Background: an optimization exercise with open tools, aiming at small area, a short achievable clock period and few clock cycles. Do not read the settings as production practice. Function was not checked in any run shown here: the RTL went through the layout flow alone. Power figures rest on the tool's default switching activity, not on a simulated workload.

[flow/flow/run.sh]
#!/bin/bash
# Layout flow: the standard ORFS flow (standard synthesis, floorplan, power grid,
# placement, CTS, routing) with two changes to how the resizer works:
#  - ports are buffered with a plain buffer (buf_4) instead of the delay cell the
#    platform picks by default;
#  - the resizer may change a cell to any equivalent cell, not only one with the
#    same footprint (MATCH_CELL_FOOTPRINT=0).
# ORFS writes each step's full log under orfs/logs; make's own output goes to flow.log.
set -euo pipefail
bash standard.sh MATCH_CELL_FOOTPRINT=0 "BUFFER_PORTS_ARGS=-buffer_cell sky130_fd_sc_hd__buf_4" finish > flow.log 2>&1
[flow/design.v]
`timescale 1ns / 1ps
module cpu_hazard(input wire clk,
           input wire rst,
           input wire enable,
           input wire start,
           output wire d_we,
           output wire [7:0] i_addr,
           output wire [7:0] d_addr,
           input  wire [15:0] i_datain,
           input  wire [15:0] d_datain,
           output wire [15:0] d_dataout,
           output wire busy
    );
    function automatic [7:0] add8(input [7:0] x, input [7:0] y);
      reg [7:0] p, g, t, gg, tt;
      integer d, i;
      begin
        p = x ^ y;
        g = x & y;
        t = x | y;
        gg = g;
        tt = t;
        for (d = 1; d < 8; d = d * 2)
          for (i = 7; i >= d; i = i - 1)
          begin
            if (d == 1 && i == 1)
              gg[1] = g[1] | ((t[1] & x[0]) & y[0]);
            else
              gg[i] = gg[i] | (tt[i] & gg[i - d]);
            tt[i] = tt[i] & tt[i - d];
          end
        add8 = p ^ {gg[6:0], 1'b0};
      end
    endfunction
    function automatic [7:0] inc8(input [7:0] x);
      integer i;
      begin
        for (i = 0; i < 8; i = i + 1)
          inc8[i] = x[i] ^ ((i == 0) ? 1'b1 : &(x | ~((8'd1 << i) - 8'd1)));
      end
    endfunction
    function automatic [15:0] rev16(input [15:0] x);
      integer i;
      for (i = 0; i < 16; i = i + 1) rev16[i] = x[15 - i];
    endfunction
    reg state;
    reg [7:0] pc;
    reg [15:0] gr [0:7];       
    reg [7:0]  vld;            
    reg zf, nf, cf;
    reg [15:0] ex_a;           
    reg [15:0] ex_b;           
    reg [3:0]  ex_sh;          
    reg [2:0]  ex_rd;          
    reg        ex_wr;          
    reg        ex_load;
    reg        ex_store;
    reg        ex_flags;       
    reg        ex_sub;         
    reg        ex_cin;         
    reg        ex_sra;         
    reg        ex_s_add, ex_s_and, ex_s_or, ex_s_xor, ex_s_shr, ex_s_shl;
    assign i_addr = pc;
    assign busy = state;
    wire ex = state & enable;
    wire cin = ex_cin;
    wire [15:0] ap = ex_a ^ ex_b;
    wire [15:0] ag = ex_a & ex_b;
    wire [15:0] ao = ex_a | ex_b;
    reg [15:0] kg, kt;
    integer d, i;
    always @(*)
    begin
      kg = ag;
      kt = ao;
      for (d = 1; d < 16; d = d * 2)
        for (i = 15; i >= d; i = i - 1)
        begin
          kg[i] = kg[i] | (kt[i] & kg[i - d]);
          kt[i] = kt[i] & kt[i - d];
        end
    end
    wire [16:0] carry = {kg | (kt & {16{cin}}), cin};
    wire [15:0] sum = ap ^ carry[15:0];
    wire alu_cf = ex_sub ? ~carry[16] : carry[16];
    wire alu_zf = (ap == {ao[14:0], cin});
    wire alu_nf = sum[15];
    wire [15:0] sh_in = ex_s_shl ? rev16(ex_a) : ex_a;
    wire [31:0] shr = {{16{ex_sra & ex_a[15]}}, sh_in} >> ex_sh;
    wire [15:0] wd = ({16{ex_s_add}} & sum) | ({16{ex_s_and}} & ag) | ({16{ex_s_or}} & ao)
                   | ({16{ex_s_xor}} & ap) | ({16{ex_s_shr}} & shr[15:0])
                   | ({16{ex_s_shl}} & rev16(shr[15:0])) | ({16{ex_load}} & d_datain);
    assign d_addr = add8(ex_a[7:0], {4'b0, ex_sh});
    assign d_dataout = ex_b;
    assign d_we = ex_store;
    wire zf_n = ex_flags ? alu_zf : zf;
    wire nf_n = ex_flags ? alu_nf : nf;
    wire cf_n = ex_flags ? alu_cf : cf;
    always @(posedge clk or negedge rst)
    begin
      if (!rst)
      begin
        zf <= 1'b0;
        nf <= 1'b0;
        cf <= 1'b0;
      end
      else
      begin
        zf <= zf_n;
        nf <= nf_n;
        cf <= cf_n;
      end
    end
    always @(posedge clk)
    begin
      if (ex_wr)
        gr[ex_rd] <= wd;
    end
    always @(posedge clk or negedge rst)
    begin
      if (!rst) vld <= 8'b0;
      else if (ex_wr) vld[ex_rd] <= 1'b1;
    end
    wire [4:0] op = i_datain[15:11];
    wire [2:0] rd = i_datain[10:8];
    wire [2:0] r1 = i_datain[6:4];
    wire [2:0] r2 = i_datain[2:0];
    wire [7:0] imm8 = i_datain[7:0];
    wire [3:0] imm4 = i_datain[3:0];
    wire op_halt  = (op == 5'b00001);
    wire op_load  = (op == 5'b00010);
    wire op_store = (op == 5'b00011);
    wire op_shl   = (op == 5'b00100) || (op == 5'b00101);
    wire op_srl   = (op == 5'b00110);
    wire op_sra   = (op == 5'b00111);
    wire op_and   = (op == 5'b01101);
    wire op_or    = (op == 5'b01110);
    wire op_xor   = (op == 5'b01111);
    wire op_ldih  = (op == 5'b10000);
    wire op_imm   = (op == 5'b01001) || (op == 5'b01011);
    wire op_sub   = (op == 5'b01010) || (op == 5'b01011) || (op == 5'b01100) || (op == 5'b10010);
    wire op_addc  = (op == 5'b10001);
    wire op_subc  = (op == 5'b10010);
    wire op_jump  = (op == 5'b11000);
    wire op_br    = (op[4:3] == 2'b11) && !op_jump;   
    wire op_arith = (op == 5'b01000) || (op == 5'b01001) || (op == 5'b01010) || (op == 5'b01011) || (op == 5'b01100)
                 || (op == 5'b10000) || (op == 5'b10001) || (op == 5'b10010);
    wire wr_reg   = op_load || op_shl || op_srl || op_sra || op_and || op_or || op_xor
                 || (op_arith && op != 5'b01100);
    wire a_is_rd  = op_imm || op_ldih;
    wire [15:0] g_rd = gr[rd] & {16{vld[rd]}};
    wire [15:0] g_r1 = gr[r1] & {16{vld[r1]}};
    wire [15:0] g_r2 = gr[r2] & {16{vld[r2]}};
    wire f_rd = ex_wr && (ex_rd == rd);
    wire f_r1 = ex_wr && (ex_rd == r1);
    wire f_r2 = ex_wr && (ex_rd == r2);
    wire a_fwd = a_is_rd ? f_rd : f_r1;
    wire [15:0] a_reg = a_is_rd ? g_rd : g_r1;
    wire [15:0] a_next = a_fwd ? wd : a_reg;
    wire b_imm = op_ldih || op_imm;
    wire b_fwd = !b_imm && (op_store ? f_rd : f_r2);
    wire [15:0] b_reg = {16{op_sub}} ^ (op_ldih ? {imm8, 8'b0} : op_imm ? {8'b0, imm8} : op_store ? g_rd : g_r2);
    wire [15:0] b_wd = {16{op_sub}} ^ wd;
    wire [15:0] b_next = b_fwd ? b_wd : b_reg;
    wire br_stall = op_br && ex_wr && (ex_rd == rd);
    wire [7:0] target = add8(g_rd[7:0], imm8);
    wire taken = (op == 5'b11001) || ((op == 5'b11010) && zf_n) || ((op == 5'b11011) && !zf_n)
              || ((op == 5'b11100) && nf_n) || ((op == 5'b11101) && !nf_n)
              || ((op == 5'b11110) && cf_n) || ((op == 5'b11111) && !cf_n);
    wire go = ex && !br_stall;      
    always @(posedge clk or negedge rst)
    begin
      if (!rst) state <= 1'b0;
      else if (!state) state <= enable & start;
      else state <= enable & ~op_halt;
    end
    wire [7:0] pc_seq = !go ? pc : op_jump ? imm8 : op_halt ? pc : inc8(pc);
    wire take = go && op_br && taken;
    always @(posedge clk or negedge rst)
    begin
      if (!rst) pc <= 8'b0;
      else pc <= take ? target : pc_seq;
    end
    always @(posedge clk or negedge rst)
    begin
      if (!rst)
      begin
        ex_wr <= 1'b0;
        ex_load <= 1'b0;
        ex_store <= 1'b0;
        ex_flags <= 1'b0;
      end
      else
      begin
        ex_wr <= go && wr_reg;
        ex_load <= go && op_load;
        ex_store <= go && op_store;
        ex_flags <= go && op_arith;
      end
    end
    always @(posedge clk)
    begin
      ex_rd <= rd;
      ex_sub <= op_sub;
      ex_cin <= op_sub ? ~(op_subc & cf_n) : (op_addc & cf_n);
      ex_sra <= op_sra;
      ex_s_add <= op_arith;
      ex_s_and <= op_and;
      ex_s_or <= op_or;
      ex_s_xor <= op_xor;
      ex_s_shr <= op_srl || op_sra;
      ex_s_shl <= op_shl;
      ex_sh <= imm4;
      ex_a <= a_next;
      ex_b <= b_next;
    end
endmodule
[flow/standard.sh]
#!/bin/bash
# synth_recipe.tcl (not shown) runs the flow's synth.tcl, then flattens the netlist and writes it again
# the make line also repeats each setting of config.mk as NAME=value (left out here)
make -C /OpenROAD-flow-scripts/flow DESIGN_CONFIG=/design/flow/config.mk WORK_HOME=/design/flow/orfs CLKGATE_MAP_FILE= SYNTH_SCRIPT=/design/flow/synth_recipe.tcl "${@:-finish}"
[flow/config.mk]
export PLATFORM = sky130hd
export DESIGN_NAME = cpu_hazard
export DESIGN_NICKNAME = cpu_hazard
export VERILOG_FILES = /design/flow/design.v
export SDC_FILE = /design/flow/constraint.sdc
export NUM_CORES = 4
export LEC_CHECK = 0
export ABC_CLOCK_PERIOD_IN_PS = 1500
export CAP_MARGIN = 20
export CORE_MARGIN = 2
export CORE_UTILIZATION = 40
export SETUP_SLACK_MARGIN = 2.5
export SLEW_MARGIN = 20
[flow/constraint.sdc]
create_clock -name core_clock -period 6.0 [get_ports {clk}]
set_input_delay 1.2000 -clock core_clock [delete_from_list [all_inputs] [get_ports {clk}]]
set_output_delay 1.2000 -clock core_clock [all_outputs]
set_load 0.01 [all_outputs]
==> flow_metrics.py, run 1 <==
metrics = {
    "critical_path": {
        "worstPathArrival_ns": 2.32,
        "critPathKind": "reg2out",
        "timing.critical_path.to_type": "primary output",
        "path_max_fanout": 3,
        "worst_ep_required_time_ns": 4.80,
        "critPathLaunchType": "flop",
    },
    "detailed_routing": {
        "first_pass_iters": 6,
        "drtAntennaViolNets": 0,
        "route.detailed.vias_per_inst": 6.102,
        "via_count": 10930,
        "initialDrtViolationCount": 1142,
        "drt_drc_violations_left": 0,
        "route.final.wire_length_um": 43950,
        "wire_per_inst_um": 24.54,
    },
    "finish": {
        "syn2layout_area_growth_pct": 14.27,
        "final_cell_count_no_fill": 1791,
        "layout.area.seq_mm2": 0.005439,
        "n_fill_cell": 3180,
        "multi_input_comb_area_mm2": 0.008044,
        "n_antenna_cell": 0,
        "final_core_util_pct": 46.26,
        "num-nets-final": 1421,
        "most-common-layout-cells": "166 x sky130_fd_sc_hd__nand2_1, 128 x sky130_fd_sc_hd__edfxtp_1, 122 x sky130_fd_sc_hd__mux4_2",
        "mostFrequentLayoutCell": "sky130_fd_sc_hd__nand2_1",
        "drive_gt1_share_pct": 25.07,
    },
    "synth": {
        "most_used_dff_post_synth": "sky130_fd_sc_hd__edfxtp_1",
        "ys_seq_elements": 200,
        "yosys.cell_types.count": 78,
        "mappedNetlistNets": 1372,
        "yosys-top-cells-area": "sky130_fd_sc_hd__edfxtp_1 28%, sky130_fd_sc_hd__mux4_2 20%, sky130_fd_sc_hd__dfxtp_1 6.9%, sky130_fd_sc_hd__ha_1 5.5%, sky130_fd_sc_hd__nand2_1 4.5%",
        "synth_top_cell_area_share_pct": 27.56,
        "synth_largest_area_cell": "sky130_fd_sc_hd__edfxtp_1",
        "postSynthCellCount": 1274,
        "synthesis.area_per_instance_um2": 10.95,
        "yosysSeqAreaShare_pct": 38.75,
        "number_of_flops_mapped_to_enable_cells_by_yosys": 128,
        "synth_area_mm2": 0.01395,
        "ys_warn_count": 1,
        "synthArstFlopShare_pct": 12.00,
    },
    "power": {
        "power.net_switching_mw": 1.472,
        "sequentialPowerShare_pct": 40.5,
        "power.leakage_nw": 6.090,
        "internal_power_mw": 2.740,
        "switching_share_pct": 34.95,
        "p_clk_share_pct": 29.4,
        "vdd.ir_drop.worst_v": 0.0002226,
        "power.density_cell_area_mw_per_mm2": 264.3,
        "comb_power_share_pct": 30.1,
    },
    "sta": {
        "finalCritPeriodShare_pct": 58.63,
        "final_hold_viol_count": 0,
        "timing_max_transition_violations_final": 0,
        "hold_slack_ns": 0.5262,
        "post-route-worst-setup-slack_ns": 2.482,
        "achievable-frequency_ghz": 0.2843,
        "tightest_slew_ns": 0.9345,
        "maxSlewHeadroom_pct": 37.61,
        "grt_setup_unrepaired": "yes",
        "setup-tns-final_ns": 0,
        "finalSetupViolCount": 0,
        "finalCriticalPeriod_ns": 3.518,
        "clock-skew-final_ns": 0.01801,
    },
    "floorplan": {
        "top_level_ports": 70,
        "dieWidth_um": 190.7,
        "die_area_mm2": 0.03638,
        "die_h_um": 190.7,
        "initial_core_utilization_pct": 40.48,
        "placementRows": 68,
        "core_mm2": 0.03446,
    },
    "cts": {
        "total_of_hold_buffers_inserted_after_clock_tree_synthesis": 0,
        "ctsHtreeMaxLevel": 4,
        "cts-root-to-sink-buffers": 2,
        "cts.clk_slew.worst_paths_ns": 0.08,
        "clock_tree_from_tritoncts": "done",
        "clk_latency_ns": 0.45,
        "cts_root_buffer_type": "sky130_fd_sc_hd__clkbuf_16",
        "tritoncts.num_buffers": 17,
        "clock_sink_count": 200,
    },
    "global_routing": {
        "wire_length_of_the_first_global_routing_pass_um": 66040,
        "grt-ovfl-total": 0,
        "first_global_vias": 10590,
        "grt_start_max_net_pins": 43,
        "groute.usage.overall_pct": 24.36,
        "antenna_found_initial": 0,
    },
    "placed_design": {
        "gp_congestion": 0.9567,
        "place.port_buffers": 69,
        "dp_slack_ns": 1.440,
        "hpwlAfterDp_um": 31120,
        "post-place-cells": 1748,
    },
    "run_status": {
        "outcome": "complete, no violations",
    },
    "min_path": {
        "timing.hold.worst.class": "reg2reg",
    },
    "flow_run": {
        "cap_viol_max_count": 0,
    },
}
through the flow:
step	total power [mW]	cell area [um^2]
2_1_floorplan	2.502	14020
3_3_place_gp	2.931	14970
3_5_place_dp	2.939	14970
4_1_cts	4.201	15770
5_1_grt	4.400	15940
6_report	4.212	15940
synthesized netlist by cell type (5+ instances only):
| library cell | number |
|---|---|
| sky130_fd_sc_hd__dfrtp_1 | 24 |
| sky130_fd_sc_hd__a31oi_1 | 9 |
| sky130_fd_sc_hd__buf_2 | 10 |
| sky130_fd_sc_hd__or3_1 | 6 |
| sky130_fd_sc_hd__a221oi_1 | 25 |
| sky130_fd_sc_hd__o211ai_1 | 8 |
| sky130_fd_sc_hd__nand2_1 | 166 |
| sky130_fd_sc_hd__nor2_1 | 93 |
| sky130_fd_sc_hd__or2_2 | 5 |
| sky130_fd_sc_hd__nor2b_1 | 11 |
| sky130_fd_sc_hd__mux2i_1 | 35 |
| sky130_fd_sc_hd__a21oi_1 | 63 |
| sky130_fd_sc_hd__a211oi_1 | 5 |
| sky130_fd_sc_hd__nor3_1 | 14 |
| sky130_fd_sc_hd__mux2_2 | 5 |
| sky130_fd_sc_hd__o21bai_1 | 7 |
| sky130_fd_sc_hd__xor2_1 | 10 |
| sky130_fd_sc_hd__nand3_1 | 6 |
| sky130_fd_sc_hd__mux4_2 | 122 |
| sky130_fd_sc_hd__a222oi_1 | 5 |
| sky130_fd_sc_hd__edfxtp_1 | 128 |
| sky130_fd_sc_hd__a22oi_1 | 28 |
| sky130_fd_sc_hd__xnor2_1 | 59 |
| sky130_fd_sc_hd__a31o_2 | 8 |
| sky130_fd_sc_hd__o21ai_0 | 49 |
| sky130_fd_sc_hd__ha_1 | 61 |
| sky130_fd_sc_hd__clkbuf_1 | 56 |
| sky130_fd_sc_hd__inv_1 | 96 |
| sky130_fd_sc_hd__buf_1 | 9 |
| sky130_fd_sc_hd__dfxtp_1 | 48 |
| sky130_fd_sc_hd__nand4_1 | 7 |
| sky130_fd_sc_hd__nor4_1 | 5 |
| sky130_fd_sc_hd__nand2b_1 | 9 |
worst max-delay path, stage by stage, from the launching register on:
cell and delay, ns:
sky130_fd_sc_hd__dfxtp_4 0.37, sky130_fd_sc_hd__inv_1 0.11, sky130_fd_sc_hd__ha_1 0.21, sky130_fd_sc_hd__inv_1 0.07
sky130_fd_sc_hd__a31oi_1 0.12, sky130_fd_sc_hd__nor2_1 0.11, sky130_fd_sc_hd__nor2_1 0.05, sky130_fd_sc_hd__nor2_1 0.08
sky130_fd_sc_hd__nor2_1 0.07, sky130_fd_sc_hd__or3_1 0.36, sky130_fd_sc_hd__xnor2_2 0.17, sky130_fd_sc_hd__buf_4 0.15
per-layer routing:
| layer | part of all wire [%] | wire length, um | global-route usage [%] | vias to the layer above |
|---|---|---|---|---|
| met5 | 0 | 0 | 0 | - |
| met4 | 2.2 | 958 | 6.828 | 0 |
| met3 | 7.5 | 3300 | 3.055 | 57 |
| met2 | 48 | 21030 | 40.48 | 500 |
| met1 | 42 | 18660 | 33.58 | 5490 |
| li1 | - | - | - | 4881 |
power groups by stage:
stage          Sequential (mW)  Clock (mW)  Combinational (mW)
3_3_place_gp              1.73           0                1.20
6_report                  1.71        1.24                1.27
5_1_grt                   1.72        1.31                1.37
2_1_floorplan             1.69           0               0.817
3_5_place_dp              1.74           0                1.20
4_1_cts                   1.71        1.26                1.23
flip-flops by register name, summed over array words and instances, names as in the netlist, 3 cells and up:
register	count
gr	128
ex_a	16
ex_b	16
pc	8
vld	8
ex_sh	4
ex_rd	3
repair_timing:
action,4_1_cts,5_1_grt
pin swaps,0,3
resized for setup,37,22
cloned,0,1
setup buffers,4,6
endpoints found under the setup margin,73,51
cell type report:
type / count / area share, %
Multi-Input combinational cell: 896 / 50.47
Sequential cell: 200 / 34.12
Timing Repair Buffer: 107 / 5.448
Tap cell: 455 / 3.572
Clock buffer: 17 / 2.669
Inverter: 101 / 2.441
Clock inverter: 15 / 1.280
path summary, 6_finish.rpt:
path	start	to	slack (ns)	cells after the start
worst max-delay path	ex_a[1]$_DFF_P_	d_addr[6]	2.48	11
worst min-delay path	vld[3]$_DFFE_PN0P_	vld[3]$_DFFE_PN0P_	0.53	1
worst max register to register	ex_a[4]$_DFF_P_	pc[4]$_DFFE_PN0P_	2.61	12
worst min register to register	vld[3]$_DFFE_PN0P_	vld[3]$_DFFE_PN0P_	0.53	1
max in group asynchronous	rst	pc[7]$_DFFE_PN0P_	5.09	1
min in group asynchronous	rst	vld[7]$_DFFE_PN0P_	0.64	1
kinds of logic (layout without fill, tap and decap cells):
logic type	Yosys count	after routing	share of synthesized area [%]
adders and majority gates	62	62	5.615
muxes	164	164	22.81
DFF	200	200	38.75
buffers and inverters	178	240	4.961
xor gates and xnor gates	69	69	4.333
AOI/OAI and AO/OA	264	264	13.12
and+or+nand+nor	337	337	10.41
==> inputs of run 2 (changes only) <==
--- a/flow/config.mk
+++ b/flow/config.mk
@@ -5,9 +5,8 @@
 export SDC_FILE = /design/flow/constraint.sdc
 export NUM_CORES = 4
 export LEC_CHECK = 0
-export ABC_CLOCK_PERIOD_IN_PS = 1500
 export CAP_MARGIN = 20
 export CORE_MARGIN = 2
-export CORE_UTILIZATION = 40
+export CORE_UTILIZATION = 55
 export SETUP_SLACK_MARGIN = 2.5
 export SLEW_MARGIN = 20
==> run 2 against run 1 <==
Compared with the run above:
- critical path type unchanged
- still clean on timing, DRC and antenna
- hold slack lost 0.0039 ns
- register-to-register slack lost 0.05 ns
- clock power shrank 6%
- highest routed layer unchanged
- non-clock buffer count grew 3
- wire length shrank 5.4%
==> flow_metrics.py, run 2 <==
metrics = {
    "synth": {
        "synthMostInstantiatedCell": "sky130_fd_sc_hd__nand2_1",
        "synth_top_cell_area_share_pct": 27.56,
        "yosysSeqAreaShare_pct": 38.75,
        "ys_warn_count": 1,
        "most_used_dff_post_synth": "sky130_fd_sc_hd__edfxtp_1",
        "synth_top_cells_by_count": "166 x sky130_fd_sc_hd__nand2_1, 128 x sky130_fd_sc_hd__edfxtp_1, 122 x sky130_fd_sc_hd__mux4_2",
        "synth_largest_area_cell": "sky130_fd_sc_hd__edfxtp_1",
        "postSynthCellCount": 1274,
        "yosys-top-cells-area": "sky130_fd_sc_hd__edfxtp_1 28%, sky130_fd_sc_hd__mux4_2 20%, sky130_fd_sc_hd__dfxtp_1 6.9%, sky130_fd_sc_hd__ha_1 5.5%, sky130_fd_sc_hd__nand2_1 4.5%",
        "ys_seq_elements": 200,
        "number_of_flops_mapped_to_enable_cells_by_yosys": 128,
        "synthesis.area_per_instance_um2": 10.95,
        "synth_area_mm2": 0.01395,
        "yosys.cell_types.count": 78,
        "mappedNetlistNets": 1372,
        "synthArstFlopShare_pct": 12.00,
    },
    "global_routing": {
        "antenna_found_initial": 0,
        "wire_length_of_the_first_global_routing_pass_um": 62740,
        "first_global_vias": 10600,
        "grt_start_max_net_pins": 43,
        "groute.usage.overall_pct": 31.75,
        "grt-ovfl-total": 0,
    },
    "detailed_routing": {
        "initialDrtViolationCount": 1275,
        "first_pass_iters": 7,
        "drtAntennaViolNets": 0,
        "wire_per_inst_um": 24.92,
        "route.final.wire_length_um": 41570,
        "drt_drc_violations_left": 0,
        "route.detailed.vias_per_inst": 6.483,
        "via_count": 10810,
    },
    "cts": {
        "total_of_hold_buffers_inserted_after_clock_tree_synthesis": 0,
        "cts.clk_slew.worst_paths_ns": 0.08,
        "clock_sink_count": 200,
        "tritoncts.num_buffers": 17,
        "clk_latency_ns": 0.45,
        "ctsHtreeMaxLevel": 4,
        "cts_root_buffer_type": "sky130_fd_sc_hd__clkbuf_16",
        "cts-root-to-sink-buffers": 2,
        "clock_tree_from_tritoncts": "done",
    },
    "critical_path": {
        "timing.critical_path.to_type": "primary output",
        "cpMaxStageDelayCell": "sky130_fd_sc_hd__dfxtp_4",
        "worst_ep_required_time_ns": 4.80,
        "path_max_fanout": 3,
        "crit_path_cell_trace": "inv_1 > ha_1 > inv_1 > a31oi_1 > nor2_1 > nor2_1 > nor2_1 > nor2_2 > or3_1 > xnor2_1 > buf_4",
        "worstPathArrival_ns": 2.36,
        "critPathLaunchType": "flop",
        "crit_start": "ex_a[1]$_DFF_P_",
        "largest_delay_contributor_family_on_the_critical_path": "simple AND/OR/NAND/NOR gates",
        "critPathKind": "reg2out",
        "cp.buffers_inverters": 3,
        "rr_startpoint": "ex_a[8]$_DFF_P_",
        "cpMostUsedCell": "sky130_fd_sc_hd__nor2_1",
        "max_stage_delay_ns": 0.37,
    },
    "sta": {
        "post-route-worst-setup-slack_ns": 2.444,
        "maxSlewHeadroom_pct": 29.15,
        "finalSetupViolCount": 0,
        "hold_slack_ns": 0.5224,
        "achievable-frequency_ghz": 0.2812,
        "finalCriticalPeriod_ns": 3.556,
        "finalCritPeriodShare_pct": 59.27,
        "tightest_slew_ns": 1.062,
        "timing_max_transition_violations_final": 0,
        "setup-tns-final_ns": 0,
        "final_hold_viol_count": 0,
        "grt_setup_unrepaired": "yes",
        "clock-skew-final_ns": 0.02385,
    },
    "placed_design": {
        "place.port_buffers": 69,
        "gp_congestion": 0.9816,
        "dp_slack_ns": 1.446,
        "hpwlAfterDp_um": 29550,
        "post-place-cells": 1618,
    },
    "floorplan": {
        "initial_core_utilization_pct": 55.71,
        "top_level_ports": 70,
        "placementRows": 58,
        "dieWidth_um": 163.3,
        "die_area_mm2": 0.02665,
        "core_mm2": 0.02504,
        "die_h_um": 163.3,
    },
    "finish": {
        "most-common-layout-cells": "166 x sky130_fd_sc_hd__nand2_1, 128 x sky130_fd_sc_hd__edfxtp_1, 122 x sky130_fd_sc_hd__mux4_2",
        "regMostFlops": "gr",
        "syn2layout_area_growth_pct": 13.37,
        "largest_reg_flops": 128,
        "reg_top3": "gr: 128 flops, ex_a: 16 flops, ex_b: 16 flops",
        "final_core_util_pct": 63.16,
        "drive_gt1_share_pct": 25.34,
        "num-nets-final": 1424,
        "n_antenna_cell": 0,
        "mostFrequentLayoutCell": "sky130_fd_sc_hd__nand2_1",
        "final_cell_count_no_fill": 1668,
    },
    "power": {
        "power.density_cell_area_mw_per_mm2": 261.3,
        "vdd.ir_drop.worst_v": 0.0001970,
        "power.leakage_nw": 6.081,
    },
    "flow_run": {
        "cap_viol_max_count": 0,
    },
    "min_path": {
        "worst_hold_startpoint": "vld[5]$_DFFE_PN0P_",
        "timing.hold.worst.class": "reg2reg",
    },
    "run_status": {
        "outcome": "complete, no violations",
    },
}
-- run 2: cell counts after synthesis --
No cell type changed its count.
-- run 2: where the power goes --
part	internal [mW]	switching [mW]	total (mW)
clock network	0.564	0.604	1.17
logic	0.552	0.707	1.26
registers	1.58	0.126	1.70
-- run 2: routing by layer --
layer	part of all wire (%)	routed length (um)	global-route usage, %
met3	7.4	3060	5.510
met1	41	17020	42.33
met5	0	0	0
met2	49	20330	52.97
met4	2.8	1166	10.50
-- run 2: logic make-up (layout without fill, tap and decap cells) --
kind of cell,count (synthesis),count (layout),share of synthesized area (%)
multiplexers,164,164,22.81
AO/OA/AOI/OAI,264,264,13.12
buffers and inverters,178,242,4.961
flip-flops,200,200,38.75
XOR/XNOR,69,69,4.333
adder cells (fa/ha/maj),62,62,5.615
AND/OR/NAND/NOR,337,337,10.41
-- run 2: through the flow --
stage                     area (um^2)  total power, mW
after global routing            15810            4.311
after detailed placement        14780            2.906
final                           15810            4.131
after CTS                       15580            4.086
after floorplan                 14020            2.502
after global placement          14780            2.902
-- run 2: path summary, 6_finish.rpt --
kind | end | slack, ns | depth (start not counted)
setup / recovery | d_addr[6] | 2.44 | 11
hold / removal | vld[5]$_DFFE_PN0P_ | 0.52 | 1
setup reg to reg | pc[0]$_DFFE_PN0P_ | 2.56 | 11
hold reg to reg | vld[5]$_DFFE_PN0P_ | 0.52 | 1
max in group asynchronous | ex_load$_DFF_PN0_ | 5.09 | 1
min in group asynchronous | ex_wr$_DFF_PN0_ | 0.65 | 1
-- run 2: cell type report --
class                           count  area, um^2
Clock buffer                       17       425.4
Clock inverter                     14       177.7
Fill cell                        2084        9224
Inverter                          101       386.6
Multi-Input combinational cell    896        8078
Sequential cell                   200        5434
Tap cell                          330       412.9
Timing Repair Buffer              110       898.4
-- run 2: timing repair --
action | in CTS | in global routing
cloned | 1 | 0
buffers inserted | 3 | 14
endpoints found under the setup margin | 86 | 79
pin swaps | 1 | 3
gates resized for setup | 33 | 30
==> inputs of run 3 (changes only) <==
==> flow/flow/run.sh (replaced) <==
#!/bin/bash
# Layout flow: the standard ORFS flow (standard synthesis, floorplan, power grid,
# placement, CTS, routing) with two changes to how the resizer works:
#  - ports are buffered with a plain buffer (buf_2) instead of the delay cell the
#    platform picks by default;
#  - the resizer may change a cell to any equivalent cell, not only one with the
#    same footprint (MATCH_CELL_FOOTPRINT=0).
# ORFS writes each step's full log under orfs/logs; make's own output goes to flow.log.
set -euo pipefail
bash standard.sh MATCH_CELL_FOOTPRINT=0 "BUFFER_PORTS_ARGS=-buffer_cell sky130_fd_sc_hd__buf_2" finish > flow.log 2>&1
--- a/flow/config.mk
+++ b/flow/config.mk
@@ -7,6 +7,7 @@
 export LEC_CHECK = 0
 export CAP_MARGIN = 20
 export CORE_MARGIN = 2
-export CORE_UTILIZATION = 55
+export CORE_UTILIZATION = 40
+export CTS_BUF_LIST = sky130_fd_sc_hd__clkbuf_4 sky130_fd_sc_hd__clkbuf_8
 export SETUP_SLACK_MARGIN = 2.5
 export SLEW_MARGIN = 20
==> run 3 against run 2 <==
Compared with the run above:
- still clean
- first-iteration DRC count shrank 13%
- die area grew 37%
- via count grew 2.6%
- clock power shrank 24%
- largest power group unchanged
- highest routed layer unchanged
==> flow_metrics.py, run 3 <==
metrics = {
    "run_status": {
        "outcome": "complete, no violations",
    },
    "finish": {
        "syn2layout_area_growth_pct": 13.92,
        "n_antenna_cell": 0,
        "drive_gt1_share_pct": 27.57,
        "reg_top3": "gr: 128 flops, ex_a: 16 flops, ex_b: 16 flops",
        "largest_reg_flops": 128,
        "num-nets-final": 1445,
        "mostFrequentLayoutCell": "sky130_fd_sc_hd__nand2_1",
        "regMostFlops": "gr",
        "most-common-layout-cells": "166 x sky130_fd_sc_hd__nand2_1, 128 x sky130_fd_sc_hd__edfxtp_1, 122 x sky130_fd_sc_hd__mux4_2",
    },
    "placed_design": {
        "hpwlAfterDp_um": 31130,
        "gp_congestion": 0.9759,
        "place.port_buffers": 69,
    },
    "synth": {
        "synthMostInstantiatedCell": "sky130_fd_sc_hd__nand2_1",
        "yosys.cell_types.count": 78,
        "postSynthCellCount": 1274,
        "synth_top_cells_by_count": "166 x sky130_fd_sc_hd__nand2_1, 128 x sky130_fd_sc_hd__edfxtp_1, 122 x sky130_fd_sc_hd__mux4_2",
        "synthesis.area_per_instance_um2": 10.95,
        "synth_area_mm2": 0.01395,
        "yosysSeqAreaShare_pct": 38.75,
        "number_of_flops_mapped_to_enable_cells_by_yosys": 128,
        "most_used_dff_post_synth": "sky130_fd_sc_hd__edfxtp_1",
        "yosys-top-cells-area": "sky130_fd_sc_hd__edfxtp_1 28%, sky130_fd_sc_hd__mux4_2 20%, sky130_fd_sc_hd__dfxtp_1 6.9%, sky130_fd_sc_hd__ha_1 5.5%, sky130_fd_sc_hd__nand2_1 4.5%",
        "ys_seq_elements": 200,
        "ys_warn_count": 1,
        "mappedNetlistNets": 1372,
        "synth_top_cell_area_share_pct": 27.56,
        "synthArstFlopShare_pct": 12.00,
        "synth_largest_area_cell": "sky130_fd_sc_hd__edfxtp_1",
    },
    "floorplan": {
        "initial_core_utilization_pct": 40.48,
        "die_area_mm2": 0.03638,
        "die_h_um": 190.7,
        "placementRows": 68,
        "top_level_ports": 70,
        "dieWidth_um": 190.7,
        "core_mm2": 0.03446,
    },
    "power": {
        "internal_power_mw": 2.491,
        "power.density_cell_area_mw_per_mm2": 243.9,
        "switching_share_pct": 35.73,
        "p_clk_share_pct": 23.0,
        "power.leakage_nw": 6.062,
        "total_power_mw": 3.876,
        "vdd.ir_drop.worst_v": 0.0001761,
        "sequentialPowerShare_pct": 43.8,
        "comb_power_share_pct": 33.1,
        "power.net_switching_mw": 1.385,
    },
    "sta": {
        "final_hold_viol_count": 0,
        "timing_max_transition_violations_final": 0,
        "achievable-frequency_ghz": 0.2881,
        "finalCriticalPeriod_ns": 3.471,
        "grt_setup_unrepaired": "yes",
        "finalSetupViolCount": 0,
        "tightest_slew_ns": 0.8893,
        "setup-tns-final_ns": 0,
        "maxSlewHeadroom_pct": 40.63,
        "finalCritPeriodShare_pct": 57.85,
        "clock-skew-final_ns": 0.03425,
    },
    "detailed_routing": {
        "wire_per_inst_um": 24.15,
        "route.final.wire_length_um": 43830,
        "initialDrtViolationCount": 1107,
        "drt_drc_violations_left": 0,
        "first_pass_iters": 6,
        "via_count": 11100,
        "route.detailed.vias_per_inst": 6.113,
        "drtAntennaViolNets": 0,
    },
    "cts": {
        "clock_tree_from_tritoncts": "done",
        "cts-root-to-sink-buffers": 2,
        "clk_latency_ns": 0.49,
        "clock_sink_count": 200,
        "cts_root_buffer_type": "sky130_fd_sc_hd__clkbuf_8",
        "ctsHtreeMaxLevel": 4,
        "cts.clk_slew.worst_paths_ns": 0.11,
        "total_of_hold_buffers_inserted_after_clock_tree_synthesis": 0,
        "tritoncts.num_buffers": 17,
    },
    "critical_path": {
        "critPathLaunchType": "flop",
        "path_max_fanout": 2,
        "rr_worst_depth": 12,
        "worst_r2r_endpoint": "pc[4]$_DFFE_PN0P_",
        "timing.critical_path.to_type": "primary output",
        "rr_startpoint": "ex_a[5]$_DFF_P_",
        "worstPathArrival_ns": 2.27,
        "critPathKind": "reg2out",
        "r2r_slack_ns": 2.63,
        "worst_ep_required_time_ns": 4.80,
    },
    "global_routing": {
        "wire_length_of_the_first_global_routing_pass_um": 66010,
        "groute.usage.overall_pct": 24.20,
        "antenna_found_initial": 0,
        "grt_start_max_net_pins": 41,
        "grt-ovfl-total": 0,
        "first_global_vias": 10740,
    },
    "min_path": {
        "whs_endpoint": "vld[7]$_DFFE_PN0P_",
        "worst_hold_startpoint": "vld[7]$_DFFE_PN0P_",
        "timing.hold.worst.class": "reg2reg",
        "worstHoldPathCells": 1,
    },
    "flow_run": {
        "cap_viol_max_count": 0,
    },
}
run 3: cell types whose count changed in the layout (fill, tap and decap cells not counted), moves of 4 or more:
cell	delta
sky130_fd_sc_hd__clkinv_8	-5
sky130_fd_sc_hd__buf_2	+65
sky130_fd_sc_hd__ha_1	-4
sky130_fd_sc_hd__nor2_2	+4
sky130_fd_sc_hd__clkbuf_8	+18
sky130_fd_sc_hd__clkbuf_16	-17
sky130_fd_sc_hd__nor2_1	-5
sky130_fd_sc_hd__buf_4	-50
run 3: final cells by class:
| cell class | instances | area (um^2) |
|---|---|---|
| timing repair buffer | 131 | 934.6 |
| sequential | 200 | 5441 |
| multi-input combinational | 896 | 8159 |
| tap | 455 | 569.3 |
| clock inverter | 12 | 133.9 |
| clock buffer | 20 | 262.8 |
| inverter | 101 | 389.1 |
| fill | 3186 | 18570 |
run 3: kinds of logic after synthesis:
family	after synthesis	synth area share [%]
AND/OR/NAND/NOR	337	10.41
buffers and inverters	178	4.961
AO/OA/AOI/OAI	264	13.12
adder cells (fa/ha/maj)	62	5.615
multiplexers	164	22.81
flip-flops	200	38.75
XOR/XNOR	69	4.333
run 3: worst max-delay path by stage:
stage               slack, ns              from           endpoint
floorplan                2.39       i_datain[8]  pc[6]$_DFFE_PN0P_
global placement         1.28       i_datain[8]  pc[6]$_DFFE_PN0P_
detailed placement       1.26       i_datain[8]  pc[6]$_DFFE_PN0P_
CTS                      2.46   ex_a[1]$_DFF_P_          d_addr[6]
global route             2.39  ex_sh[1]$_DFF_P_          d_addr[6]
finish                   2.53  ex_sh[1]$_DFF_P_          d_addr[6]
run 3: through the flow:
step / area (um^2) / std cells / utilization (%) / hold slack [ns] / setup slack, ns
2_1_floorplan: 14020 / 1274 / - / 0.4559 / 2.388
3_3_place_gp: 14820 / 1749 / 43.01 / 0.4826 / 1.278
3_5_place_dp: 14850 / 1751 / 43.08 / 0.4872 / 1.262
4_1_cts: 15430 / 1790 / 44.77 / 0.5233 / 2.459
5_1_grt: 15890 / 1815 / 46.11 / 0.5374 / 2.390
6_report: 15890 / 1815 / 46.11 / 0.5274 / 2.529
run 3: power groups by stage:
stage / Clock [mW] / Sequential [mW] / Combinational (mW)
finish: 0.892 / 1.70 / 1.28
global route: 0.956 / 1.71 / 1.39
CTS: 0.908 / 1.69 / 1.22
detailed placement: 0 / 1.73 / 1.18
global placement: 0 / 1.72 / 1.17
floorplan: 0 / 1.69 / 0.817
run 3: what timing repair did:
item                       CTS  global route
buffers inserted             7            24
setup endpoints to repair   82            69
pin swaps                    0            15
gates cloned                 0             1
gates resized for setup     38            53
run 3: routing by layer:
layer / part of all wire [%] / GRT usage, % / vias up / routed length, um
met5: 0 / 0 / - / 0
met4: 3.0 / 7.424 / 0 / 1308
met3: 8.2 / 4.141 / 79 / 3574
met2: 46 / 38.55 / 517 / 20360
met1: 42 / 33.79 / 5571 / 18580
li1: - / - / 4929 / -
run 3: critical path: stages, from the launching register on:
cell                         delay, ns
sky130_fd_sc_hd__dfxtp_4          0.38
sky130_fd_sc_hd__clkinvlp_4       0.11
sky130_fd_sc_hd__ha_4             0.18
sky130_fd_sc_hd__inv_4            0.05
sky130_fd_sc_hd__a31oi_4          0.09
sky130_fd_sc_hd__nor2_1           0.11
sky130_fd_sc_hd__nor2_1           0.06
sky130_fd_sc_hd__nor2_1           0.12
sky130_fd_sc_hd__nor2_2           0.06
sky130_fd_sc_hd__or3_1            0.32
sky130_fd_sc_hd__xnor2_1          0.17
sky130_fd_sc_hd__buf_2            0.15
==> inputs of run 4 (changes only) <==
--- a/flow/design.v
+++ b/flow/design.v
@@ -148,9 +148,23 @@
     wire wr_reg   = op_load || op_shl || op_srl || op_sra || op_and || op_or || op_xor
                  || (op_arith && op != 5'b01100);
     wire a_is_rd  = op_imm || op_ldih;
-    wire [15:0] g_rd = gr[rd] & {16{vld[rd]}};
-    wire [15:0] g_r1 = gr[r1] & {16{vld[r1]}};
-    wire [15:0] g_r2 = gr[r2] & {16{vld[r2]}};
+    wire [7:0] s_rd = (8'd1 << rd) & vld;
+    wire [7:0] s_r1 = (8'd1 << r1) & vld;
+    wire [7:0] s_r2 = (8'd1 << r2) & vld;
+    reg [15:0] g_rd, g_r1, g_r2;
+    integer m;
+    always @(*)
+    begin
+      g_rd = 16'b0;
+      g_r1 = 16'b0;
+      g_r2 = 16'b0;
+      for (m = 0; m < 8; m = m + 1)
+      begin
+        g_rd = g_rd | (gr[m] & {16{s_rd[m]}});
+        g_r1 = g_r1 | (gr[m] & {16{s_r1[m]}});
+        g_r2 = g_r2 | (gr[m] & {16{s_r2[m]}});
+      end
+    end
     wire f_rd = ex_wr && (ex_rd == rd);
     wire f_r1 = ex_wr && (ex_rd == r1);
     wire f_r2 = ex_wr && (ex_rd == r2);
--- a/flow/config.mk
+++ b/flow/config.mk
@@ -8,6 +8,5 @@
 export CAP_MARGIN = 20
 export CORE_MARGIN = 2
 export CORE_UTILIZATION = 40
-export CTS_BUF_LIST = sky130_fd_sc_hd__clkbuf_4 sky130_fd_sc_hd__clkbuf_8
 export SETUP_SLACK_MARGIN = 2.5
 export SLEW_MARGIN = 20
==> run 4 against run 3 <==
Compared with the run above:
- count of clock-buffer cells in the layout decreased by 3
- utilization increased by 0.74 points
- total power increased by 7.8%
- largest power group unchanged
==> flow_metrics.py, run 4 <==
metrics = {
    "run_status": {
        "outcome": "complete, no violations",
    },
    "cts": {
        "clk_latency_ns": 0.46,
        "cts-root-to-sink-buffers": 2,
        "total_of_hold_buffers_inserted_after_clock_tree_synthesis": 0,
        "tritoncts.num_buffers": 17,
        "cts_root_buffer_type": "sky130_fd_sc_hd__clkbuf_16",
        "clock_sink_count": 200,
        "cts.clk_slew.worst_paths_ns": 0.08,
        "ctsHtreeMaxLevel": 4,
        "clock_tree_from_tritoncts": "done",
    },
    "critical_path": {
        "worstPathArrival_ns": 2.34,
        "timing.critical_path.to_type": "primary output",
        "critPathLaunchType": "flop",
        "critPathKind": "reg2out",
        "worst_ep_required_time_ns": 4.80,
        "path_max_fanout": 7,
    },
    "floorplan": {
        "placementRows": 66,
        "initial_core_utilization_pct": 40.61,
        "core_mm2": 0.03254,
        "die_h_um": 185.8,
        "die_area_mm2": 0.03450,
        "dieWidth_um": 185.8,
        "top_level_ports": 70,
    },
    "detailed_routing": {
        "drt_drc_violations_left": 0,
        "route.final.wire_length_um": 48260,
        "initialDrtViolationCount": 1446,
        "drtAntennaViolNets": 0,
        "route.detailed.vias_per_inst": 6.494,
        "first_pass_iters": 9,
        "wire_per_inst_um": 25.85,
        "via_count": 12120,
    },
    "global_routing": {
        "first_global_vias": 11440,
        "grt.met2_usage_pct": 44.19,
        "grt-ovfl-total": 0,
        "groute.layer.met1.usage_pct": 36.02,
        "grt-busiest-layer": "met2",
        "grt_start_max_net_pins": 38,
        "antenna_found_initial": 0,
        "groute.usage.overall_pct": 27.59,
        "wire_length_of_the_first_global_routing_pass_um": 71040,
        "met3_usage_pct": 4.833,
    },
    "synth": {
        "synth_top_cells_by_count": "149 x sky130_fd_sc_hd__a22oi_1, 128 x sky130_fd_sc_hd__edfxtp_1, 97 x sky130_fd_sc_hd__nor2_1",
        "synthesis.area_per_instance_um2": 9.738,
        "yosysSeqAreaShare_pct": 40.91,
        "synthMostInstantiatedCell": "sky130_fd_sc_hd__a22oi_1",
        "most_used_dff_post_synth": "sky130_fd_sc_hd__edfxtp_1",
        "synth_largest_area_cell": "sky130_fd_sc_hd__edfxtp_1",
        "synth_area_mm2": 0.01321,
        "number_of_flops_mapped_to_enable_cells_by_yosys": 128,
        "postSynthCellCount": 1357,
        "yosys.cell_types.count": 83,
        "synthArstFlopShare_pct": 12.00,
        "mappedNetlistNets": 1454,
        "ys_seq_elements": 200,
        "yosys-top-cells-area": "sky130_fd_sc_hd__edfxtp_1 29%, sky130_fd_sc_hd__a22oi_1 8.5%, sky130_fd_sc_hd__dfxtp_1 7.3%, sky130_fd_sc_hd__ha_1 5.7%, sky130_fd_sc_hd__dfrtp_1 4.5%",
        "synth_top_cell_area_share_pct": 29.09,
        "ys_warn_count": 1,
    },
    "sta": {
        "clock-skew-final_ns": 0.01611,
        "tightest_slew_ns": 1.110,
        "timing_max_transition_violations_final": 0,
        "setup-tns-final_ns": 0,
        "maxSlewHeadroom_pct": 26.00,
        "grt_setup_unrepaired": "yes",
        "finalCriticalPeriod_ns": 3.535,
        "hold_slack_ns": 0.5421,
        "final_hold_viol_count": 0,
        "finalCritPeriodShare_pct": 58.92,
        "finalSetupViolCount": 0,
        "achievable-frequency_ghz": 0.2829,
    },
    "power": {
        "total_power_mw": 4.178,
        "vdd.ir_drop.worst_v": 0.0002272,
        "power.leakage_nw": 5.657,
        "power.density_cell_area_mw_per_mm2": 274.0,
    },
    "placed_design": {
        "place.port_buffers": 69,
        "hpwlAfterDp_um": 33800,
        "gp_congestion": 1.004,
        "post-place-cells": 1793,
    },
    "finish": {
        "final_cell_count_no_fill": 1867,
        "n_antenna_cell": 0,
        "most-common-layout-cells": "149 x sky130_fd_sc_hd__a22oi_1, 128 x sky130_fd_sc_hd__edfxtp_1, 95 x sky130_fd_sc_hd__nor2_1",
        "syn2layout_area_growth_pct": 15.38,
        "num-nets-final": 1509,
        "largest_reg_flops": 128,
        "mostFrequentLayoutCell": "sky130_fd_sc_hd__a22oi_1",
        "drive_gt1_share_pct": 19.02,
        "reg_top3": "gr: 128 flops, ex_a: 16 flops, ex_b: 16 flops",
        "regMostFlops": "gr",
    },
    "flow_run": {
        "cap_viol_max_count": 0,
    },
    "min_path": {
        "timing.hold.worst.class": "reg2reg",
    },
}
==> run 4: kinds of logic (layout without fill, tap and decap cells) <==
logic type      after synthesis  in the layout  synth area share [%]
flops                       200            200                 40.91
buf+inv                     178            246                 5.284
xor+xnor                     67             67                 4.498
fa+ha+maj                    61             61                 5.833
compound gates              455            455                 24.83
simple gates                354            354                 13.64
mux                          42             42                 5.018
==> run 4: final cells by class <==
cell class	instances	area [um^2]
Fill cell	3113	17290
Multi-Input combinational cell	979	7457
Sequential cell	200	5428
Timing Repair Buffer	137	902.1
Tap cell	442	553.0
Clock buffer	17	425.4
Inverter	77	296.5
Clock inverter	15	183.9
==> run 4: through the flow <==
step	utilization, %	instance area (um^2)	setup slack (ns)
2_1_floorplan	-	13290	2.335
3_3_place_gp	43.27	14080	1.494
3_5_place_dp	43.31	14090	1.472
4_1_cts	45.85	14920	2.262
5_1_grt	46.86	15250	2.370
6_report	46.86	15250	2.465
==> run 4: where the power goes <==
group / switching [mW] / internal (mW)
clock: 0.611 / 0.573
sequential: 0.144 / 1.60
combinational: 0.754 / 0.499
==> run 4: per-layer routing <==
metal / vias to the layer above / wire length [um] / share of wire, %
met1: 5833 / 19490 / 40
met2: 766 / 21770 / 45
li1: 5352 / - / -
met4: 0 / 2523 / 5.2
met3: 173 / 4479 / 9.3
met5: - / 0 / 0
==> run 4: what timing repair did <==
item | in CTS | in global routing
resized for setup | 33 | 30
pin swaps | 1 | 10
setup buffers | 14 | 28
endpoints found under the setup margin | 99 | 44
==> run 4: worst max-delay path, stage by stage, from the launching register on <==
cell,delay [ns]
sky130_fd_sc_hd__dfxtp_4,0.42
sky130_fd_sc_hd__clkinvlp_4,0.11
sky130_fd_sc_hd__ha_1,0.19
sky130_fd_sc_hd__inv_2,0.07
sky130_fd_sc_hd__a31oi_2,0.12
sky130_fd_sc_hd__nor2_1,0.11
sky130_fd_sc_hd__nor2_1,0.06
sky130_fd_sc_hd__nor2_1,0.10
sky130_fd_sc_hd__nor2_1,0.08
sky130_fd_sc_hd__or3_4,0.34
sky130_fd_sc_hd__xnor2_2,0.14
sky130_fd_sc_hd__buf_2,0.15
==> run 4: worst paths after layout <==
check	startpoint	to	slack, ns	cells past startpoint
max	ex_sh[1]$_DFF_P_	d_addr[6]	2.46	11
min	vld[2]$_DFFE_PN0P_	vld[2]$_DFFE_PN0P_	0.54	1
max reg2reg	ex_a[4]$_DFF_P_	pc[3]$_DFFE_PN0P_	2.62	11
min reg2reg	vld[2]$_DFFE_PN0P_	vld[2]$_DFFE_PN0P_	0.54	1
max in group asynchronous	rst	cf$_DFF_PN0_	4.85	1
min in group asynchronous	rst	vld[7]$_DFFE_PN0P_	0.74	1
==> inputs of run 5 (changes only) <==
--- a/flow/config.mk
+++ b/flow/config.mk
@@ -8,5 +8,5 @@
 export CAP_MARGIN = 20
 export CORE_MARGIN = 2
 export CORE_UTILIZATION = 40
-export SETUP_SLACK_MARGIN = 2.5
+export SETUP_SLACK_MARGIN = 3.0
 export SLEW_MARGIN = 20
==> run 5 against run 4 <==
Compared with the run above:
- count of clock-buffer cells in the layout rose by 2
- sequential power barely moved
- die area did not move
- sequential cell count did not move
- area after synthesis did not move
- synthesized cell count did not move
- hold slack improved by 0.019 ns
- critical endpoint unchanged
==> flow_metrics.py, run 5 <==
metrics = {
    "critical_path": {
        "timing.critical_path.to_type": "primary output",
        "critPathKind": "reg2out",
        "worstPathArrival_ns": 2.24,
        "worst_ep_required_time_ns": 4.80,
        "rr_worst_depth": 12,
        "path_max_fanout": 18,
        "critPathLaunchType": "flop",
    },
    "power": {
        "power.leakage_nw": 6.092,
        "power.density_cell_area_mw_per_mm2": 265.2,
        "switching_share_pct": 35.81,
        "comb_power_share_pct": 33.8,
        "sequentialPowerShare_pct": 39.8,
        "power.net_switching_mw": 1.572,
        "internal_power_mw": 2.818,
        "p_clk_share_pct": 26.4,
        "vdd.ir_drop.worst_v": 0.0002345,
    },
    "finish": {
        "regMostFlops": "gr",
        "num-nets-final": 1560,
        "largest_reg_flops": 128,
        "syn2layout_area_growth_pct": 25.23,
        "mostFrequentLayoutCell": "sky130_fd_sc_hd__a22oi_1",
        "drive_gt1_share_pct": 30.15,
        "post_route_cell_area_mm2": 0.01655,
        "reg_top3": "gr: 128 flops, ex_a: 16 flops, ex_b: 16 flops",
        "final_cell_count_no_fill": 1918,
        "n_antenna_cell": 0,
        "most-common-layout-cells": "142 x sky130_fd_sc_hd__a22oi_1, 128 x sky130_fd_sc_hd__edfxtp_1, 85 x sky130_fd_sc_hd__buf_4",
    },
    "sta": {
        "finalCritPeriodShare_pct": 57.40,
        "clock-skew-final_ns": 0.01761,
        "tightest_slew_ns": 1.102,
        "maxSlewHeadroom_pct": 26.48,
        "grt_setup_unrepaired": "yes",
        "timing_max_transition_violations_final": 0,
        "hold_slack_ns": 0.5614,
        "final_hold_viol_count": 0,
        "finalSetupViolCount": 0,
        "setup-tns-final_ns": 0,
        "finalCriticalPeriod_ns": 3.444,
        "achievable-frequency_ghz": 0.2903,
    },
    "cts": {
        "clk_latency_ns": 0.46,
        "clock_sink_count": 200,
        "cts.clk_slew.worst_paths_ns": 0.08,
        "tritoncts.num_buffers": 17,
        "cts_root_buffer_type": "sky130_fd_sc_hd__clkbuf_16",
        "clock_tree_from_tritoncts": "done",
        "total_of_hold_buffers_inserted_after_clock_tree_synthesis": 0,
        "cts-root-to-sink-buffers": 2,
        "ctsHtreeMaxLevel": 4,
    },
    "global_routing": {
        "wire_length_of_the_first_global_routing_pass_um": 74110,
        "grt_start_max_net_pins": 33,
        "first_global_vias": 11950,
        "grt-ovfl-total": 0,
        "antenna_found_initial": 0,
        "groute.usage.overall_pct": 28.78,
    },
    "detailed_routing": {
        "initialDrtViolationCount": 1815,
        "first_pass_iters": 9,
        "via_count": 12510,
        "drt_drc_violations_left": 0,
        "route.final.wire_length_um": 50080,
        "drtAntennaViolNets": 0,
        "wire_per_inst_um": 26.11,
        "route.detailed.vias_per_inst": 6.524,
    },
    "synth": {
        "yosys.cell_types.count": 83,
        "synthesis.area_per_instance_um2": 9.738,
        "ys_seq_elements": 200,
        "postSynthCellCount": 1357,
        "mappedNetlistNets": 1454,
        "number_of_flops_mapped_to_enable_cells_by_yosys": 128,
        "yosys-top-cells-area": "sky130_fd_sc_hd__edfxtp_1 29%, sky130_fd_sc_hd__a22oi_1 8.5%, sky130_fd_sc_hd__dfxtp_1 7.3%, sky130_fd_sc_hd__ha_1 5.7%, sky130_fd_sc_hd__dfrtp_1 4.5%",
        "synthArstFlopShare_pct": 12.00,
        "synth_top_cells_by_count": "149 x sky130_fd_sc_hd__a22oi_1, 128 x sky130_fd_sc_hd__edfxtp_1, 97 x sky130_fd_sc_hd__nor2_1",
        "most_used_dff_post_synth": "sky130_fd_sc_hd__edfxtp_1",
        "yosysSeqAreaShare_pct": 40.91,
        "synth_area_mm2": 0.01321,
        "ys_warn_count": 1,
        "synth_top_cell_area_share_pct": 29.09,
        "synthMostInstantiatedCell": "sky130_fd_sc_hd__a22oi_1",
        "synth_largest_area_cell": "sky130_fd_sc_hd__edfxtp_1",
    },
    "floorplan": {
        "core_mm2": 0.03254,
        "dieWidth_um": 185.8,
        "die_h_um": 185.8,
        "die_area_mm2": 0.03450,
        "initial_core_utilization_pct": 40.61,
        "top_level_ports": 70,
        "placementRows": 66,
    },
    "placed_design": {
        "post-place-cells": 1791,
        "hpwlAfterDp_um": 33850,
        "place.port_buffers": 69,
        "placed_area_mm2": 0.01413,
        "gp_congestion": 0.9908,
    },
    "min_path": {
        "worstHoldPathCells": 1,
        "timing.hold.worst.class": "reg2reg",
    },
    "run_status": {
        "outcome": "complete, no violations",
    },
    "flow_run": {
        "cap_viol_max_count": 0,
    },
}
run 5: changes by cell type in the layout (fill, tap and decap cells not counted), moves of 6 or more:
cell                      change
sky130_fd_sc_hd__a21oi_1      -6
sky130_fd_sc_hd__a22oi_1      -7
sky130_fd_sc_hd__a22oi_2      +7
sky130_fd_sc_hd__buf_12       +7
sky130_fd_sc_hd__buf_4       +23
sky130_fd_sc_hd__buf_6       +18
sky130_fd_sc_hd__dfxtp_1     -18
sky130_fd_sc_hd__dfxtp_2      +9
sky130_fd_sc_hd__dfxtp_4      +9
sky130_fd_sc_hd__ha_1        -16
sky130_fd_sc_hd__ha_4        +15
sky130_fd_sc_hd__inv_1        -8
sky130_fd_sc_hd__nor2_1      -11
sky130_fd_sc_hd__nor2_2       +7
run 5: routing by layer:
layer	wire length (um)	track usage (%)	vias to the layer above	part of all wire, %
met5	0	0	-	0
met4	2729	15.24	0	5.4
met3	4432	5.322	193	8.9
met2	22900	45.47	786	46
met1	20020	37.49	6077	40
li1	-	-	5457	-
run 5: worst max-delay path: stages, from the launching register on:
cell and delay [ns]:
sky130_fd_sc_hd__dfxtp_4 0.48, sky130_fd_sc_hd__clkinvlp_4 0.24, sky130_fd_sc_hd__ha_1 0.25, sky130_fd_sc_hd__nor2_1 0.14
sky130_fd_sc_hd__nor2_2 0.06, sky130_fd_sc_hd__or3_4 0.34, sky130_fd_sc_hd__xnor2_2 0.13, sky130_fd_sc_hd__buf_2 0.15
run 5: final timing paths:
kind	from	endpoint	slack, ns
setup / recovery	ex_sh[3]$_DFF_P_	d_addr[6]	2.56
hold / removal	pc[1]$_DFFE_PN0P_	pc[1]$_DFFE_PN0P_	0.56
setup reg to reg	ex_a[3]$_DFF_P_	pc[5]$_DFFE_PN0P_	2.95
hold reg to reg	pc[1]$_DFFE_PN0P_	pc[1]$_DFFE_PN0P_	0.56
max in group asynchronous	rst	nf$_DFF_PN0_	4.83
min in group asynchronous	rst	vld[1]$_DFFE_PN0P_	0.75
run 5: stage by stage:
stage / worst slack [ns] / total power [mW] / util, %
floorplan: 2.335 / 2.513 / -
global placement: 1.591 / 2.937 / 43.39
detailed placement: 1.527 / 2.940 / 43.42
CTS: 2.519 / 4.259 / 48.97
global route: 2.472 / 4.572 / 50.86
finish: 2.556 / 4.389 / 50.86
run 5: cells by family (layout without fill, tap and decap cells):
group	after synthesis	in the layout	share of synthesized area [%]
adders and majority gates	61	61	5.833
AOI/OAI and AO/OA	455	457	24.83
xor gates and xnor gates	67	67	4.498
DFF	200	200	40.91
muxes	42	42	5.018
buffers and inverters	178	295	5.284
and+or+nand+nor	354	354	13.64
run 5: repair_timing:
action                                  CTS  global route
buffers inserted                         59            29
pin swaps                                51            36
cloned                                    4             2
gates resized for setup                 182            82
endpoints found under the setup margin  176            93
run 5: final cells by class:
| class | count | area (um^2) |
|---|---|---|
| repair buffers | 186 | 1485 |
| well taps | 442 | 553.0 |
| clock inverters | 13 | 146.4 |
| multi-input cells | 981 | 8142 |
| clock buffers | 19 | 442.9 |
| inverters | 77 | 306.5 |
| flip-flops and latches | 200 | 5473 |
| fillers | 2945 | 15990 |
run 5: power groups by stage:
stage,clock (mW),combinational [mW],sequential [mW]
final,1.16,1.48,1.75
after global routing,1.23,1.58,1.76
after CTS,1.18,1.34,1.74
after detailed placement,0,1.17,1.77
after global placement,0,1.16,1.77
after floorplan,0,0.794,1.72
==> inputs of run 6 (changes only) <==
==> flow/flow/run.sh (replaced) <==
#!/bin/bash
# Layout flow: the standard ORFS flow (standard synthesis, floorplan, power grid,
# placement, CTS, routing) with two changes to how the resizer works:
#  - ports are buffered with a plain buffer (buf_4) instead of the delay cell the
#    platform picks by default;
#  - the resizer may change a cell to any equivalent cell, not only one with the
#    same footprint (MATCH_CELL_FOOTPRINT=0).
# ORFS writes each step's full log under orfs/logs; make's own output goes to flow.log.
set -euo pipefail
bash standard.sh MATCH_CELL_FOOTPRINT=0 "BUFFER_PORTS_ARGS=-buffer_cell sky130_fd_sc_hd__buf_4" finish > flow.log 2>&1
--- a/flow/config.mk
+++ b/flow/config.mk
@@ -8,5 +8,5 @@
 export CAP_MARGIN = 20
 export CORE_MARGIN = 2
 export CORE_UTILIZATION = 40
-export SETUP_SLACK_MARGIN = 3.0
+export SETUP_SLACK_MARGIN = 2.5
 export SLEW_MARGIN = 20
==> run 6 against run 5 <==
Compared with the run above:
- utilization decreased by 3.8 points
- critical path type unchanged
- first-iteration DRC count decreased by 14%
- via count decreased by 3.2%
- still clean on timing, DRC and antenna
- largest power group unchanged
- register-to-register slack got worse by 0.37 ns
- global-route usage decreased by 0.27 points
- combinational power decreased by 12%
- non-clock buffer count decreased by 64
==> flow_metrics.py, run 6 <==
metrics = {
    "global_routing": {
        "groute.usage.overall_pct": 28.51,
        "grt_start_max_net_pins": 38,
        "wire_length_of_the_first_global_routing_pass_um": 72910,
        "antenna_found_initial": 0,
        "grt-ovfl-total": 0,
        "first_global_vias": 11560,
    },
    "sta": {
        "final_hold_viol_count": 0,
        "timing_max_transition_violations_final": 0,
        "post-route-worst-setup-slack_ns": 2.497,
        "maxSlewHeadroom_pct": 26.89,
        "finalSetupViolCount": 0,
        "finalCritPeriodShare_pct": 58.38,
        "hold_slack_ns": 0.5556,
        "clock-skew-final_ns": 0.01737,
        "setup-tns-final_ns": 0,
        "finalCriticalPeriod_ns": 3.503,
        "achievable-frequency_ghz": 0.2855,
        "grt_setup_unrepaired": "yes",
        "tightest_slew_ns": 1.096,
    },
    "detailed_routing": {
        "first_pass_iters": 6,
        "route.detailed.vias_per_inst": 6.536,
        "initialDrtViolationCount": 1566,
        "drt_drc_violations_left": 0,
        "wire_per_inst_um": 26.57,
        "route.final.wire_length_um": 49230,
        "drtAntennaViolNets": 0,
        "via_count": 12110,
    },
    "floorplan": {
        "die_area_mm2": 0.03450,
        "core_mm2": 0.03254,
        "die_h_um": 185.8,
        "placementRows": 66,
        "top_level_ports": 70,
        "initial_core_utilization_pct": 40.61,
        "dieWidth_um": 185.8,
    },
    "synth": {
        "ys_seq_elements": 200,
        "number_of_flops_mapped_to_enable_cells_by_yosys": 128,
        "postSynthCellCount": 1357,
        "yosys-top-cells-area": "sky130_fd_sc_hd__edfxtp_1 29%, sky130_fd_sc_hd__a22oi_1 8.5%, sky130_fd_sc_hd__dfxtp_1 7.3%, sky130_fd_sc_hd__ha_1 5.7%, sky130_fd_sc_hd__dfrtp_1 4.5%",
        "synth_largest_area_cell": "sky130_fd_sc_hd__edfxtp_1",
        "most_used_dff_post_synth": "sky130_fd_sc_hd__edfxtp_1",
        "synth_top_cells_by_count": "149 x sky130_fd_sc_hd__a22oi_1, 128 x sky130_fd_sc_hd__edfxtp_1, 97 x sky130_fd_sc_hd__nor2_1",
        "synth_top_cell_area_share_pct": 29.09,
        "synthesis.area_per_instance_um2": 9.738,
        "mappedNetlistNets": 1454,
        "yosys.cell_types.count": 83,
        "synthArstFlopShare_pct": 12.00,
        "synthMostInstantiatedCell": "sky130_fd_sc_hd__a22oi_1",
        "synth_area_mm2": 0.01321,
        "ys_warn_count": 1,
        "yosysSeqAreaShare_pct": 40.91,
    },
    "power": {
        "sequentialPowerShare_pct": 41.3,
        "power.net_switching_mw": 1.523,
        "p_clk_share_pct": 28.0,
        "switching_share_pct": 36.07,
        "internal_power_mw": 2.700,
        "comb_power_share_pct": 30.8,
        "power.leakage_nw": 5.610,
        "power.density_cell_area_mw_per_mm2": 275.9,
        "total_power_mw": 4.223,
        "vdd.ir_drop.worst_v": 0.0001970,
    },
    "placed_design": {
        "hpwlAfterDp_um": 34130,
        "gp_congestion": 0.9783,
        "dp_slack_ns": 1.583,
        "place.port_buffers": 69,
    },
    "flow_run": {
        "cap_viol_max_count": 0,
    },
    "run_status": {
        "outcome": "complete, no violations",
    },
    "critical_path": {
        "worstPathArrival_ns": 2.30,
        "path_max_fanout": 2,
        "crit_path_cell_trace": "clkinvlp_4 > ha_1 > inv_2 > a31oi_4 > nor2_2 > nor2_1 > nor2_1 > nor2_1 > or3_4 > xnor2_2 > buf_4",
        "timing.critical_path.to_type": "primary output",
        "max_stage_delay_ns": 0.39,
        "cpMaxStageDelayCell": "sky130_fd_sc_hd__dfxtp_4",
        "critPathKind": "reg2out",
        "cpMostUsedCell": "sky130_fd_sc_hd__nor2_1",
        "critPathLaunchType": "flop",
        "worst_ep_required_time_ns": 4.80,
    },
    "finish": {
        "drive_gt1_share_pct": 18.50,
        "n_fill_cell": 3111,
        "largest_reg_flops": 128,
        "layout.area.seq_mm2": 0.005430,
        "final_core_util_pct": 47.04,
        "num-nets-final": 1495,
        "reg_top3": "gr: 128 flops, ex_a: 16 flops, ex_b: 16 flops",
        "syn2layout_area_growth_pct": 15.83,
        "n_antenna_cell": 0,
        "most-common-layout-cells": "148 x sky130_fd_sc_hd__a22oi_1, 128 x sky130_fd_sc_hd__edfxtp_1, 114 x sky130_fd_sc_hd__buf_4",
        "regMostFlops": "gr",
        "multi_input_comb_area_mm2": 0.007481,
        "mostFrequentLayoutCell": "sky130_fd_sc_hd__a22oi_1",
    },
    "cts": {
        "total_of_hold_buffers_inserted_after_clock_tree_synthesis": 0,
        "cts-root-to-sink-buffers": 2,
        "clk_latency_ns": 0.46,
        "clock_tree_from_tritoncts": "done",
        "tritoncts.num_buffers": 17,
        "clock_sink_count": 200,
        "ctsHtreeMaxLevel": 4,
        "cts_root_buffer_type": "sky130_fd_sc_hd__clkbuf_16",
        "cts.clk_slew.worst_paths_ns": 0.09,
    },
    "min_path": {
        "timing.hold.worst.class": "reg2reg",
    },
}
==> run 6: cell counts after synthesis <==
No cell type changed its count.
==> run 6: worst paths after layout <==
path | depth (start not counted) | start | slack [ns] | endpoint
max | 11 | ex_sh[1]$_DFF_P_ | 2.50 | d_addr[6]
min | 1 | vld[7]$_DFFE_PN0P_ | 0.56 | vld[7]$_DFFE_PN0P_
max reg2reg | 11 | ex_a[3]$_DFF_P_ | 2.58 | ex_b[14]$_DFF_P_
min reg2reg | 1 | vld[7]$_DFFE_PN0P_ | 0.56 | vld[7]$_DFFE_PN0P_
max in group asynchronous | 1 | rst | 5.09 | cf$_DFF_PN0_
min in group asynchronous | 1 | rst | 0.65 | vld[2]$_DFFE_PN0P_
==> run 6: logic make-up (layout without fill, tap and decap cells) <==
logic type	count (synthesis)	in the layout	share of synthesized area, %
compound gates	455	456	24.83
xor+xnor	67	67	4.498
flops	200	200	40.91
buf+inv	178	231	5.284
fa+ha+maj	61	61	5.833
mux	42	42	5.018
simple gates	354	354	13.64
==> run 6: power groups by stage <==
stage	Combinational, mW	Sequential, mW	Clock, mW
final	1.30	1.74	1.18
after global routing	1.40	1.75	1.25
after CTS	1.24	1.74	1.19
after detailed placement	1.22	1.77	0
after global placement	1.21	1.77	0
after floorplan	0.790	1.72	0
==> run 6: layout make-up <==
cell class	count	area share, %
inverters	77	1.937
multi-input cells	980	48.88
clock inverters	14	1.087
flip-flops and latches	200	35.48
well taps	442	3.613
clock buffers	18	2.804
repair buffers	122	6.205
==> run 6: what timing repair did <==
action | 4_1_cts | 5_1_grt
buffers inserted | 13 | 11
pin swaps | 2 | 12
endpoints found under the setup margin | 98 | 41
resized for setup | 31 | 34
cloned | 0 | 1
==> run 6: metal layers <==
layer  track usage, %  up-vias  routed length, um
met5                0        -                  0
met4            13.32        0               2437
met3            5.439      163               4799
met2            45.65      805              22220
met1            37.23     5815              19780
li1                 -     5329                  -
==> run 6: through the flow <==
stage,instances,instance area (um^2)
floorplan,1357,13290
global placement,1795,14290
detailed placement,1795,14290
CTS,1840,15060
global route,1853,15310
finish,1853,15310
==> run 6: worst max-delay path, delay by kind of cell, from the launching register on <==
family / cells / cell delay [ns]
buffers and inverters: 3 / 0.32
XOR/XNOR: 1 / 0.16
flip-flops: 1 / 0.39
AO/OA/AOI/OAI: 1 / 0.12
adder cells (fa/ha/maj): 1 / 0.18
AND/OR/NAND/NOR: 5 / 0.66

## static timing again, ports no longer ideal
Ports are ideal in the flow. The routed layouts listed here were re-timed in OpenROAD.
Step 1: set_driving_cell puts a clkbuf_16 on clk and a buf_2 on each other input, an assumption about the parent block.
Step 2 also shifts input and output timing later by t, the mid clock arrival at the registers, as if the neighbouring blocks saw the same clock.
Slacks: ideal ports / drivers / drivers and shift; pairs: ideal ports / drivers.
run | t (ns) | slack for setup (ns) | worst hold slack (ns) | clock arrival spread, ns | pins driven straight from the clock port
run 1 | 0.493 | 2.482 / 2.422 / 1.929 | 0.526 / 0.526 / 0.526 | 0.018 / 0.018 | 1
run 2 | 0.490 | 2.444 / 2.393 / 2.107 | 0.522 / 0.522 / 0.522 | 0.024 / 0.024 | 1
run 3 | 0.524 | 2.529 / 2.482 / 2.077 | 0.527 / 0.527 / 0.527 | 0.034 / 0.035 | 1
run 4 | 0.499 | 2.465 / 2.413 / 2.113 | 0.542 / 0.542 / 0.542 | 0.016 / 0.017 | 1
run 5 | 0.497 | 2.556 / 2.506 / 2.194 | 0.561 / 0.561 / 0.561 | 0.018 / 0.018 | 1
run 6 | 0.500 | 2.497 / 2.448 / 2.061 | 0.556 / 0.556 / 0.556 | 0.018 / 0.018 | 1
After both steps every run listed still meets setup and hold. For run 1, which loses most, drivers alone change the setup slack by -0.060 ns; drivers and shift together by -0.553 ns.
